This design comes from an exercise in tuning for small area, a short achievable clock period and few clock cycles on the open sky130 flow, not from production work. The RTL was checked by simulation tests, not by an equivalence proof against the original design. Power and IR drop assume default switching activity.

--- flow/config.mk ---
export PLATFORM = sky130hd
export DESIGN_NAME = dcache
export DESIGN_NICKNAME = dcache
export VERILOG_FILES = /design/flow/design.v
export SDC_FILE = /design/flow/constraint.sdc
export NUM_CORES = 4
export LEC_CHECK = 0
export CAP_MARGIN = 20
export CORE_MARGIN = 2
export CORE_UTILIZATION = 40
export SLEW_MARGIN = 20
--- flow/constraint.sdc ---
create_clock -name core_clock -period 9.0 [get_ports {clk}]
set_input_delay 1.8000 -clock core_clock [delete_from_list [all_inputs] [get_ports {clk}]]
set_output_delay 1.8000 -clock core_clock [all_outputs]
set_load 0.01 [all_outputs]
--- flow/design.v ---
module simple_ram #(
	parameter AddrBusWidth     = 16,
	parameter DataBusByteWidth = 4
) 
(
	input  wire                          clk   ,
	input  wire                          rst   ,
	input  wire                          re    ,
	input  wire [      AddrBusWidth-1:0] r_addr,
	input  wire                          we    ,
	input  wire [8*DataBusByteWidth-1:0] w_data,
	input  wire [      AddrBusWidth-1:0] w_addr,
	input  wire [  DataBusByteWidth-1:0] w_sel ,
	output reg  [8*DataBusByteWidth-1:0] r_data
);
	reg [8*DataBusByteWidth-1:0] data[(1<<AddrBusWidth)-1:0];
	always @ (posedge clk) begin
		if (!rst && we) begin
			if(w_sel[0]) data[w_addr][7:0] <= w_data[7:0];
			if(w_sel[1]) data[w_addr][15:8] <= w_data[15:8];
			if(w_sel[2]) data[w_addr][23:16] <= w_data[23:16];
			if(w_sel[3]) data[w_addr][31:24] <= w_data[31:24];
		end
	end
	always @ (posedge clk) begin
		if (rst) begin
			r_data <= 0;
		end else if (re) begin
			r_data <= data[r_addr];
		end else begin
			r_data <= 0;
		end
	end
endmodule  
module cache #(
	parameter WORD_SELECT_BIT = 3,  
	parameter INDEX_BIT       = 2,  
	parameter NASSOC          = 4
) (
	input             clk           ,
	input             rst           ,
	input      [ 1:0] rw_flag_      ,  
	input      [31:0] addr_         ,
	output     [31:0] read_data     ,
	input      [31:0] write_data_   ,
	input      [ 3:0] write_mask_   ,
	output reg        busy          ,
	output reg        done          ,
	input             flush_flag    ,
	input      [31:0] flush_addr    ,
	output reg [ 1:0] mem_rw_flag   ,
	output reg [31:0] mem_addr      ,
	input      [31:0] mem_read_data ,
	output reg [31:0] mem_write_data,
	output reg [ 3:0] mem_write_mask,
	input             mem_busy      ,
	input             mem_done
);
	localparam TAG_BIT			= 32 - 2 - INDEX_BIT - WORD_SELECT_BIT;
	localparam BYTE_SELECT_BIT	= WORD_SELECT_BIT + 2;
	localparam SET_SELECT_BIT	= 
	((NASSOC <= 0)		? -1 : 
	(NASSOC == 1)		? 0 : 
	(NASSOC <= 2) 		? 1 : 
	(NASSOC <= 4) 		? 2 : 
	(NASSOC <= 8) 		? 3 : 
	(NASSOC <= 16) 		? 4 : 
	(NASSOC <= 32)		? 5 : 
	(NASSOC <= 64)		? 6 : 
	(NASSOC <= 128)		? 7 : 
	(NASSOC <= 256)		? 8 : 
	(NASSOC <= 512)		? 9 : 
	(NASSOC <= 1024)		? 10 : 
	(NASSOC <= 2048)		? 11 : 
	(NASSOC <= 4096)		? 12 : 
	(NASSOC <= 8192)		? 13 : 
	(NASSOC <= 16384)	? 14 : 
	(NASSOC <= 32768)	? 15 : 
	(NASSOC <= 65536)	? 16 : 
	(NASSOC <= 131072)	? 17 : 
	(NASSOC <= 262144)	? 18 : 
	(NASSOC <= 524288)	? 19 : 
	(NASSOC <= 1048576)	? 20 : -1);
	localparam NBLOCK 			= 1 << INDEX_BIT;
	localparam NWORD			= 1 << WORD_SELECT_BIT;
	localparam BLOCK_SIZE 		= (1 << WORD_SELECT_BIT) * 4 * 8;
	reg [1:0]	pending_rw_flag;
	reg [31:0]	pending_addr;
	reg [31:0]	pending_write_data;
	reg [3:0]	pending_write_mask;
	wire [1:0]	rw_flag			= busy ? pending_rw_flag	: rw_flag_;
	wire [31:0]	addr			= busy ? pending_addr		: addr_;
	wire [31:0]	write_data_in	= busy ? pending_write_data : write_data_;
	wire [3:0]	write_mask_in	= busy ? pending_write_mask : write_mask_;
	wire [TAG_BIT-1:0] 			addr_tag 	= addr[31:31-TAG_BIT+1];
	wire [INDEX_BIT-1:0]		addr_index	= addr[BYTE_SELECT_BIT+INDEX_BIT-1:BYTE_SELECT_BIT];
	wire [WORD_SELECT_BIT-1:0]	addr_ws		= addr[WORD_SELECT_BIT+2-1:2];
	wire [TAG_BIT-1:0]			addr_flush_tag		= flush_addr[31:31-TAG_BIT+1];
	wire [INDEX_BIT-1:0]		addr_flush_index	= flush_addr[BYTE_SELECT_BIT+INDEX_BIT-1:BYTE_SELECT_BIT];
	reg [TAG_BIT-1:0]			tag[NASSOC-1:0][NBLOCK-1:0];
	reg 						valid[NASSOC-1:0][NBLOCK-1:0];
	reg [SET_SELECT_BIT-1:0]	recuse[NASSOC-1:0][NBLOCK-1:0];
	reg [SET_SELECT_BIT-1:0]	recent_use_counter[NBLOCK-1:0];
	wire [NASSOC-1:0]			found_in_cache, found_in_cache_flush;
	wire [SET_SELECT_BIT-1:0]	one_hot_lookup[(1<<NASSOC)-1:0];
	wire [SET_SELECT_BIT-1:0]	lru_tmp[(1<<SET_SELECT_BIT)*2-1:1];
	wire [SET_SELECT_BIT-1:0]	mru_tmp[(1<<SET_SELECT_BIT)*2-1:1];
	wire [SET_SELECT_BIT-1:0]	lru_id_tmp[(1<<SET_SELECT_BIT)*2-1:1];
	wire [SET_SELECT_BIT-1:0]	mru_id_tmp[(1<<SET_SELECT_BIT)*2-1:1];
	genvar i;
	generate
		for(i=0; i<(1<<NASSOC); i=i+1) begin: cinst
			assign one_hot_lookup[i] = 
	((i <= 0)		? -1 : 
	(i == 1)		? 0 : 
	(i <= 2) 		? 1 : 
	(i <= 4) 		? 2 : 
	(i <= 8) 		? 3 : 
	(i <= 16) 		? 4 : 
	(i <= 32)		? 5 : 
	(i <= 64)		? 6 : 
	(i <= 128)		? 7 : 
	(i <= 256)		? 8 : 
	(i <= 512)		? 9 : 
	(i <= 1024)		? 10 : 
	(i <= 2048)		? 11 : 
	(i <= 4096)		? 12 : 
	(i <= 8192)		? 13 : 
	(i <= 16384)	? 14 : 
	(i <= 32768)	? 15 : 
	(i <= 65536)	? 16 : 
	(i <= 131072)	? 17 : 
	(i <= 262144)	? 18 : 
	(i <= 524288)	? 19 : 
	(i <= 1048576)	? 20 : -1);
		end
		for(i=0; i<NASSOC; i=i+1) begin: dinst
			assign found_in_cache[i] 		= valid[i][addr_index] && tag[i][addr_index] == addr_tag;
			assign found_in_cache_flush[i]	= valid[i][addr_flush_index] && tag[i][addr_flush_index] == addr_flush_tag;
		end
		for(i=0; i<NASSOC; i=i+1) begin: einst
			assign lru_tmp[i+(1<<SET_SELECT_BIT)]		= recent_use_counter[addr_index] - recuse[i][addr_index];
			assign mru_tmp[i+(1<<SET_SELECT_BIT)]		= recent_use_counter[addr_index] - recuse[i][addr_index];
			assign lru_id_tmp[i+(1<<SET_SELECT_BIT)]	= i;
			assign mru_id_tmp[i+(1<<SET_SELECT_BIT)]	= i;
		end
		for(i=NASSOC; i<(1<<SET_SELECT_BIT); i=i+1) begin: finst
			assign lru_tmp[i+(1<<SET_SELECT_BIT)]		= {SET_SELECT_BIT{1'b1}};
			assign mru_tmp[i+(1<<SET_SELECT_BIT)]		= 0;
			assign lru_id_tmp[i+(1<<SET_SELECT_BIT)]	= 0;
			assign mru_id_tmp[i+(1<<SET_SELECT_BIT)]	= 0;
		end
		for(i=1; i<(1<<SET_SELECT_BIT); i=i+1) begin: hinst
			assign lru_tmp[i]		= lru_tmp[i*2] >= lru_tmp[i*2+1] ? lru_tmp[i*2]		: lru_tmp[i*2+1];
			assign mru_tmp[i]		= mru_tmp[i*2] <  mru_tmp[i*2+1] ? mru_tmp[i*2]		: mru_tmp[i*2+1];
			assign lru_id_tmp[i]	= lru_tmp[i*2] >= lru_tmp[i*2+1] ? lru_id_tmp[i*2]	: lru_id_tmp[i*2+1];
			assign mru_id_tmp[i]	= mru_tmp[i*2] <  mru_tmp[i*2+1] ? mru_id_tmp[i*2]	: mru_id_tmp[i*2+1];
		end
	endgenerate
	wire [SET_SELECT_BIT-1:0]	lru_id, mru_id;
	assign lru_id = lru_id_tmp[1];
	assign mru_id = mru_id_tmp[1];
	task use_cache;
		input [NASSOC-1:0]		cache_id;
		if(cache_id != mru_id) begin
			recent_use_counter[addr_index] <= recent_use_counter[addr_index] + 1;
			recuse[cache_id][addr_index] <= recent_use_counter[addr_index] + 1;
		end else if(recuse[cache_id][addr_index] != recent_use_counter[addr_index])
			$display("Assertion Failed: recuse[cache_id][addr_index] == recent_use_counter");
	endtask
	localparam STATE_IDLE					= 0;
	localparam STATE_WAIT_FOR_READ_PHASE_1	= 1;	 
	localparam STATE_WAIT_FOR_READ_PHASE_2	= 2;	 
	localparam STATE_WAIT_FOR_WRITE			= 4;
	reg [2:0] state;
	reg [2:0] next_state;
	reg [SET_SELECT_BIT-1:0]	current_cache;
	reg [TAG_BIT-1:0]			current_tag;
	reg [INDEX_BIT-1:0]			current_block;
	reg [WORD_SELECT_BIT-1:0]	current_word;
	reg [WORD_SELECT_BIT-1:0]	critical_word;
	reg signed [SET_SELECT_BIT:0]	write_cache;	 
	reg [INDEX_BIT-1:0]				write_block;
	reg [WORD_SELECT_BIT-1:0]		write_word;
	reg [31:0]						write_data;
	reg [3:0]						write_mask;
	reg signed [SET_SELECT_BIT:0]	read_cache;		 
	reg [INDEX_BIT-1:0]				read_block;
	reg [WORD_SELECT_BIT-1:0]		read_word;
	reg [SET_SELECT_BIT-1:0]	valid_cache;
	reg [INDEX_BIT-1:0]			valid_block;
	reg 						valid_flag;
	reg [TAG_BIT-1:0]			valid_tag;
	reg 						next_done;
	reg [NASSOC-1:0]			next_current_cache;
	reg [TAG_BIT-1:0]			next_current_tag;
	reg [INDEX_BIT-1:0]			next_current_block;
	reg [WORD_SELECT_BIT-1:0]	next_current_word;
	reg [WORD_SELECT_BIT-1:0]	next_critical_word;
	wire [31:0]					RAM_read_data[NASSOC-1:0];
	reg [SET_SELECT_BIT-1:0]	RAM_read_select;
	assign read_data = RAM_read_data[RAM_read_select];
	generate
		for(i=0; i<NASSOC; i=i+1) begin: jinst
			wire RAM_read_flag = read_cache == i;
			wire RAM_write_flag = write_cache == i;
			simple_ram #(.AddrBusWidth(INDEX_BIT+WORD_SELECT_BIT), .DataBusByteWidth(4)) RAM(
				clk, rst, RAM_read_flag,  {read_block, read_word}, 
				RAM_write_flag, write_data, {write_block, write_word}, write_mask, RAM_read_data[i]); 
		end
	endgenerate
	always @(posedge clk) begin
		if(rst) begin
			busy <= 0;
			pending_rw_flag		<= 0;
			pending_addr		<= 0;
			pending_write_data	<= 0;
			pending_write_mask 	<= 0;
		end else if (!busy) begin
			if(!next_done && rw_flag_ != 0) begin
				busy <= 1;
				pending_rw_flag		<= rw_flag_;
				pending_addr		<= addr_;
				pending_write_data	<= write_data_;
				pending_write_mask	<= write_mask_;
			end
		end else if (next_done)
			busy <= 0;
	end
	integer j, k;
	always @(posedge clk ) begin
		if(rst) begin
			done <= 0;
			for(j=0; j<NASSOC; j=j+1)
				for(k=0; k<NBLOCK; k=k+1) begin
					recuse[j][k] <= 0;
					valid[j][k] <= 0;
				end
			for(j=0; j<NBLOCK; j=j+1)
				recent_use_counter[j] <= 0;
			state <= STATE_IDLE;
			current_cache <= 0;
			current_block <= 0;
			current_block <= 0;
			current_word <= 0;
			critical_word <= 0;
			RAM_read_select <= 0;
		end else begin
			if(!read_cache[SET_SELECT_BIT]) begin
				if(read_block != addr_index)
					$display("Assertion Failed: read_block == addr_index");
				RAM_read_select <= read_cache[SET_SELECT_BIT-1:0];
				use_cache(read_cache);
			end
			if(valid_flag) begin
				valid[valid_cache][valid_block] <= 1;
				tag[valid_cache][valid_block] <= valid_tag;
			end
			if(flush_flag)
				valid[one_hot_lookup[found_in_cache_flush]][addr_flush_index] <= 0;
			state <= next_state;
			done <= next_done;
			current_cache <= next_current_cache;
			current_tag <= next_current_tag;
			current_block <= next_current_block;
			current_word <= next_current_word;
			critical_word <= next_critical_word;
		end
	end
	always @(*) begin
		next_state = state;
		next_current_cache = current_cache;
		next_current_tag = current_tag;
		next_current_block = current_block;
		next_current_word = current_word;
		next_critical_word = critical_word;
		next_done = 0;
		read_cache = -1;
		read_block = 0;
		read_word = 0;
		write_cache = -1;
		write_block = 0;
		write_word = 0;
		write_mask = 0;
		write_data = 0;
		valid_cache = 0;
		valid_block = 0;
		valid_flag = 0;
		valid_tag = 0;
		mem_rw_flag = 0;
		mem_addr = 0;
		mem_write_data = 0;
		mem_write_mask = 0;
		case(state)
		STATE_IDLE: begin
			case(1'b1)
			rw_flag[0]: begin
				if(found_in_cache != 0) begin
					read_cache = one_hot_lookup[found_in_cache];
					read_block = addr_index;
					read_word = addr_ws;
					next_done = 1;
				end else begin
					mem_rw_flag = 1;
					mem_addr = {addr_tag, addr_index, addr_ws, 2'b00};
					next_current_cache = lru_id;
					next_current_tag = addr_tag;
					next_current_block = addr_index;
					next_current_word = addr_ws;
					next_critical_word = addr_ws;
					next_state = STATE_WAIT_FOR_READ_PHASE_1;
					valid_cache = lru_id;
					valid_block = addr_index;
					valid_flag = 1;
					valid_tag = addr_tag;
				end
			end
			rw_flag[1]: begin
				if(found_in_cache != 0) begin
					write_cache = one_hot_lookup[found_in_cache];
					write_block = addr_index;
					write_word = addr_ws;
					write_data = write_data_in;
					write_mask = write_mask_in;
				end
				mem_rw_flag = 2;
				mem_addr = {addr_tag, addr_index, addr_ws, 2'b00};
				mem_write_data = write_data_in;
				mem_write_mask = write_mask_in;
				next_state = STATE_WAIT_FOR_WRITE;
				next_done = 1;
			end
			endcase
		end
		STATE_WAIT_FOR_READ_PHASE_1: begin
			if(mem_done) begin
				write_cache = current_cache;
				write_block = current_block;
				write_word = current_word;
				write_data = mem_read_data;
				write_mask = 4'b1111;
				next_current_word = critical_word == 0 ? 1 : 0;
				mem_rw_flag = 1;
				mem_addr = {current_tag, current_block, next_current_word, 2'b00};
				next_state = STATE_WAIT_FOR_READ_PHASE_2;
			end
		end
		STATE_WAIT_FOR_READ_PHASE_2: begin
			if(mem_done) begin
				write_cache = current_cache;
				write_block = current_block;
				write_word = current_word;
				write_data = mem_read_data;
				write_mask = 4'b1111;
				next_current_word = critical_word == current_word + 1 ? current_word + 2 : current_word + 1;
				if(next_current_word != 0) begin
					mem_rw_flag = 1;
					mem_addr = {current_tag, current_block, next_current_word, 2'b00};
				end else 
					next_state = STATE_IDLE;
			end
			if(rw_flag[0]) begin
				if(found_in_cache != 0) begin
					if(one_hot_lookup[found_in_cache] == current_cache && addr_index == current_block) begin
						if(addr_ws < current_word) begin
							read_cache = current_cache;
							read_block = current_block;
							read_word = addr_ws;
							next_done = 1;
						end
					end else begin
						read_cache = one_hot_lookup[found_in_cache];
						read_block = addr_index;
						read_word = addr_ws;
						next_done = 1;
					end
				end
			end
		end
		STATE_WAIT_FOR_WRITE: begin
			if(mem_done) begin
				next_state <= STATE_IDLE;
			end
		end
		endcase
	end
endmodule  
module dcache (
	input         clk           ,
	input         rst           ,
	input  [ 1:0] rw_flag       ,
	input  [31:0] addr          ,
	input  [31:0] write_data    ,
	input  [ 3:0] write_mask    ,
	output [31:0] read_data     ,
	output        busy          ,
	output        done          ,
	output [ 1:0] mem_rw_flag   ,
	output [31:0] mem_addr      ,
	output [31:0] mem_write_data,
	output [ 3:0] mem_write_mask,
	input  [31:0] mem_read_data ,
	input         mem_done
);
	cache dcache0 (
		.clk           (clk           ),
		.rst           (rst           ),
		.rw_flag_      (rw_flag       ),
		.addr_         (addr          ),
		.read_data     (read_data     ),
		.write_data_   (write_data    ),
		.write_mask_   (write_mask    ),
		.busy          (busy          ),
		.done          (done          ),
		.flush_flag    (1'b0          ),
		.flush_addr    (32'd0         ),
		.mem_rw_flag   (mem_rw_flag   ),
		.mem_addr      (mem_addr      ),
		.mem_read_data (mem_read_data ),
		.mem_write_data(mem_write_data),
		.mem_write_mask(mem_write_mask),
		.mem_busy      (1'b0          ),
		.mem_done      (mem_done      )
	);
endmodule
--- flow/run.sh ---
#!/bin/bash
# synth_recipe.tcl (not shown) runs the flow's synth.tcl, then flattens the netlist and writes it again
# the make line also repeats each setting of config.mk as NAME=value (left out here)
make -C /OpenROAD-flow-scripts/flow DESIGN_CONFIG=/design/flow/config.mk WORK_HOME=/design/flow/orfs CLKGATE_MAP_FILE= SYNTH_SCRIPT=/design/flow/synth_recipe.tcl finish
==> run notes <==
[kinds of logic (layout without fill, tap and decap cells)]
kind of cell | after synthesis | after routing | synth area share (%)
AND/OR/NAND/NOR | 3740 | 3740 | 8.36
XOR/XNOR | 146 | 146 | 0.682
multiplexers | 548 | 548 | 3.20
other | 1 | 22 | 0.00200
AO/OA/AOI/OAI | 2814 | 2814 | 10.1
flip-flops | 4790 | 4790 | 75.5
buffers and inverters | 969 | 2123 | 2.11
adder cells (fa/ha/maj) | 19 | 19 | 0.127
[report_power, final]
group | switching, W | leakage (nW) | internal (W)
combinational | 0.00536 | 21.5 | 0.00210
clock | 0.00854 | 7.59 | 0.0112
sequential | 0.000154 | 44.2 | 0.0255
total | 0.0141 | 73.4 | 0.0388
[critical path, stage by stage]
cell	delay, ps
clkdlybuf4s50_1	690
mux2i_4	310
buf_4	290
and3_1	190
a2111oi_0	780
xnor2_1	270
nand3_1	150
nor4b_1	60
buf_4	190
and2_1	170
nor4_1	400
or2_2	210
nand3_1	130
buf_12	230
o22ai_1	520
clkdlybuf4s50_1	660
[path summary, 6_finish.rpt]
check | startpoint | to | slack (ps) | cells after the start
min reg2reg | dcache0.valid[4] | dcache0.valid[4] | 450 | 1
max | addr[6] | mem_addr[4] | 120 | 16
min | dcache0.valid[4] | dcache0.valid[4] | 450 | 1
max reg2reg | dcache0.busy | dcache0.jinst[2].RAM.r_data[5] | 1680 | 18
[cells in the mapped netlist (all sizes together), types with 13 or more instances]
cell and n:
buf 234, o32a 67, mux2i 498, nand4 87
clkbuf 687, inv 46, o31ai 29, edfxtp 4561
a211oi 27, a21oi 658, a2111oi 184, mux2 13
o21ai 547, nor4 57, o211a 15, mux4 37
o21a 41, a31oi 219, and3 38, o2111ai 21
ha 19, o32ai 158, a22oi 18, a32o 43
a221o 39, a21o 40, o211ai 185, and2 110
dfxtp 229, o22ai 258, a221oi 13, nand3 248
nor2 1237, nand2 1728, xnor2 142, o221ai 58
a222oi 34, o41ai 33, a22o 37, nor3 147
[registers in the layout (all words and copies together) (netlist names)]
| register | count |
|---|---|
| dcache0.RAM_read_select | 2 |
| dcache0.jinst.RAM.r_data | 128 |
| dcache0.valid | 16 |
| dcache0.pending_addr | 30 |
| dcache0.current_tag | 25 |
| dcache0.pending_write_mask | 4 |
| dcache0.recuse | 32 |
| dcache0.current_word | 3 |
| dcache0.pending_rw_flag | 2 |
| dcache0.busy | 1 |
| dcache0.jinst.RAM.data | 4096 |
| dcache0.critical_word | 3 |
| dcache0.pending_write_data | 32 |
| dcache0.tag | 400 |
| dcache0.done | 1 |
| dcache0.current_block | 2 |
| dcache0.recent_use_counter | 8 |
| dcache0.state | 3 |
| dcache0.current_cache | 2 |
[per-stage QoR]
step / setup slack (ps) / instances
4_1_cts: 256 / 20400
5_1_grt: 97.2 / 20400
2_1_floorplan: 1280 / 13000
6_report: 116 / 20400
3_3_place_gp: 265 / 19500
3_5_place_dp: 265 / 19500
[placed cells by master (no fill, tap or decap), types with 31 or more instances in the layout]
| master | n |
|---|---|
| nor2_1 | 1207 |
| inv_1 | 39 |
| buf_4 | 826 |
| a2111oi_0 | 176 |
| a31oi_1 | 219 |
| and3_1 | 38 |
| o41ai_1 | 31 |
| o32ai_1 | 158 |
| dfxtp_1 | 226 |
| clkdlybuf4s50_1 | 203 |
| clkbuf_16 | 480 |
| o22ai_1 | 258 |
| clkinv_1 | 61 |
| mux2i_1 | 483 |
| a21o_1 | 39 |
| clkbuf_8 | 60 |
| a22o_4 | 32 |
| edfxtp_1 | 4561 |
| a221o_1 | 39 |
| mux4_2 | 37 |
| clkinv_2 | 87 |
| nor4_1 | 54 |
| and2_1 | 108 |
| xnor2_1 | 142 |
| a222oi_1 | 34 |
| buf_12 | 157 |
| o211ai_1 | 184 |
| clkbuf_1 | 128 |
| a32o_1 | 43 |
| o21ai_0 | 539 |
| nand4_1 | 87 |
| nor3_1 | 143 |
| a21oi_1 | 654 |
| o32a_1 | 67 |
| o221ai_1 | 58 |
| nand2_1 | 1687 |
| o21a_1 | 41 |
| nand3_1 | 245 |
[per-layer routing]
| metal | vias to the layer above | track usage, % |
|---|---|---|
| li1 | 51500 | - |
| met1 | 61400 | 33.7 |
| met2 | 6067 | 39.4 |
| met3 | 1023 | 5.04 |
| met4 | 34 | 11.0 |
| met5 | - | 0 |
[final cells by class]
| cell class | count | area share (%) |
|---|---|---|
| Antenna cell | 20 | 0.0228 |
| Clock buffer | 668 | 6.07 |
| Clock inverter | 220 | 0.992 |
| Inverter | 48 | 0.0855 |
| Multi-Input combinational cell | 7269 | 19.6 |
| Sequential cell | 4790 | 64.5 |
| Tap cell | 6198 | 3.53 |
| Timing Repair Buffer | 1187 | 5.19 |
==> metrics.cfg <==
[setup_path]
arrival_ps = 7080
worstSetupPathType = primary input to output port
end_kind = output port
worstSetupStartpointType = primary input
critical_path_required_ps = 7200
worstPathMaxFanout = 28

[power_and_ir_drop]
leakage_nw = 73.4
power_density_nw_per_um2 = 241
peakVddDrop_mv = 0.192
p_total_w = 0.0528

[global_routing]
overflow = 0
grt_max_degree = 145
grt_pass1_vias = 114000
grt_usage_pct = 25.0
grt_pass1_wl_mm = 855
antenna_found_initial = 46

[sta]
min_period_over_period_pct = 98.7
finalHoldViolations = 0
fin_setup_tns_ps = 0
slew_headroom_pct = 14.4
setup_viol = 0
worst_slew_pin_slew_ps = 1280
report.final.slew_viol_count = 0
fmax_ghz = 0.113
rsz0062_at_grt = false
min_period_ps = 8880
clock_skew_ps = 97.9
hold_slack_ps = 451

[drt]
vias_per_cell = 5.88
drc_errors = 0
wl_met1_mm = 237
ant_nets = 0
vias = 120000
met2_length_mm = 281
wirelength_mm = 608
wl_per_cell_um = 29.8
drtIter0Drc = 15300
top_layer = met5
route.met3.wl_mm = 60.0
first_pass_iters = 6

[synth]
syn-instance-count = 13000
synth_cell_type_count = 108
synth_area_leaders = edfxtp_1 73%, nand2_1 3.5%, mux2i_1 2.6%
yosysTopAreaCellShare_pct = 73.0
synth_edf_count = 4561
synth_top_area_cell = edfxtp_1
seq_area_frac_synth_pct = 75.5
yosysWarnings = 2
synth_area_um2 = 188000
ys_ff_latch = 4790
syn_avg_cell_area_um2 = 14.4
async_flop_share_pct = 0
ys.flop_type = edfxtp_1

[clocking]
clk_latency_ps = 1060
cts_made_buffers = 472
htree_levels = 5
holdBufCountCts = 0
clkSlewWorstSetupHoldPaths_ps = 50
clock_path_buffers = 4
clkSinkCount = 4790
tritoncts = yes
post_cts_resized = 0
cts_setup_buffers = 0
cts_root_buf = clkbuf_16

[final_layout]
synthToLayoutAreaGrowth_pct = 17.0
fillers = 40100
drive_gt1_share_pct = 13.6
register_area_um2 = 142000
multi_input_area_um2 = 43100
fin_nets = 13900
fin_area_um2 = 220000
final_core_util_pct = 47.0

[status]
outcome = timing/DRC/antenna clean

[die]
dieArea_um2 = 474000
die_y_um = 689
die_w_um = 689
core.rowCount = 251
initial_core_util_pct = 40.2
coreArea_um2 = 467000
io-pin-count = 209

[placed_design]
place_area_um2 = 204000
dp_hpwl_mm = 373
portBuffers = 204
gp_congestion = 0.882

[hold_path]
worst_hold_path_type = flop to flop

[job]
cap_violations = 0

Testbench counts, summed over its fixed seeds: cycles 182,230.

==> what the ideal ports hide <==
Ports are ideal in the flow. The routed layout listed here was re-timed in OpenROAD. Step 1 sets driving cells, clkbuf_16 on the clock port and buf_2 on the other inputs (assumed; they add their load-dependent delay and slew). Step 2 times the ports against the registers' clock, not the clock port: input delays grow and output delays shrink by t, the midpoint of the rising clock arrivals with the driver on. a / b / c = no drivers / after step 1 / after step 2; a / b = the first two.
shift t [ns]: 1.126
setup slack, ns: 0.116 / 0.058 / 0.058
worst register clock-pin slew, ns: 0.07 / 0.07
After both steps setup and hold are still met in this run. For this run, drivers alone change the setup slack by -0.058 ns; drivers and shift together by -0.058 ns.
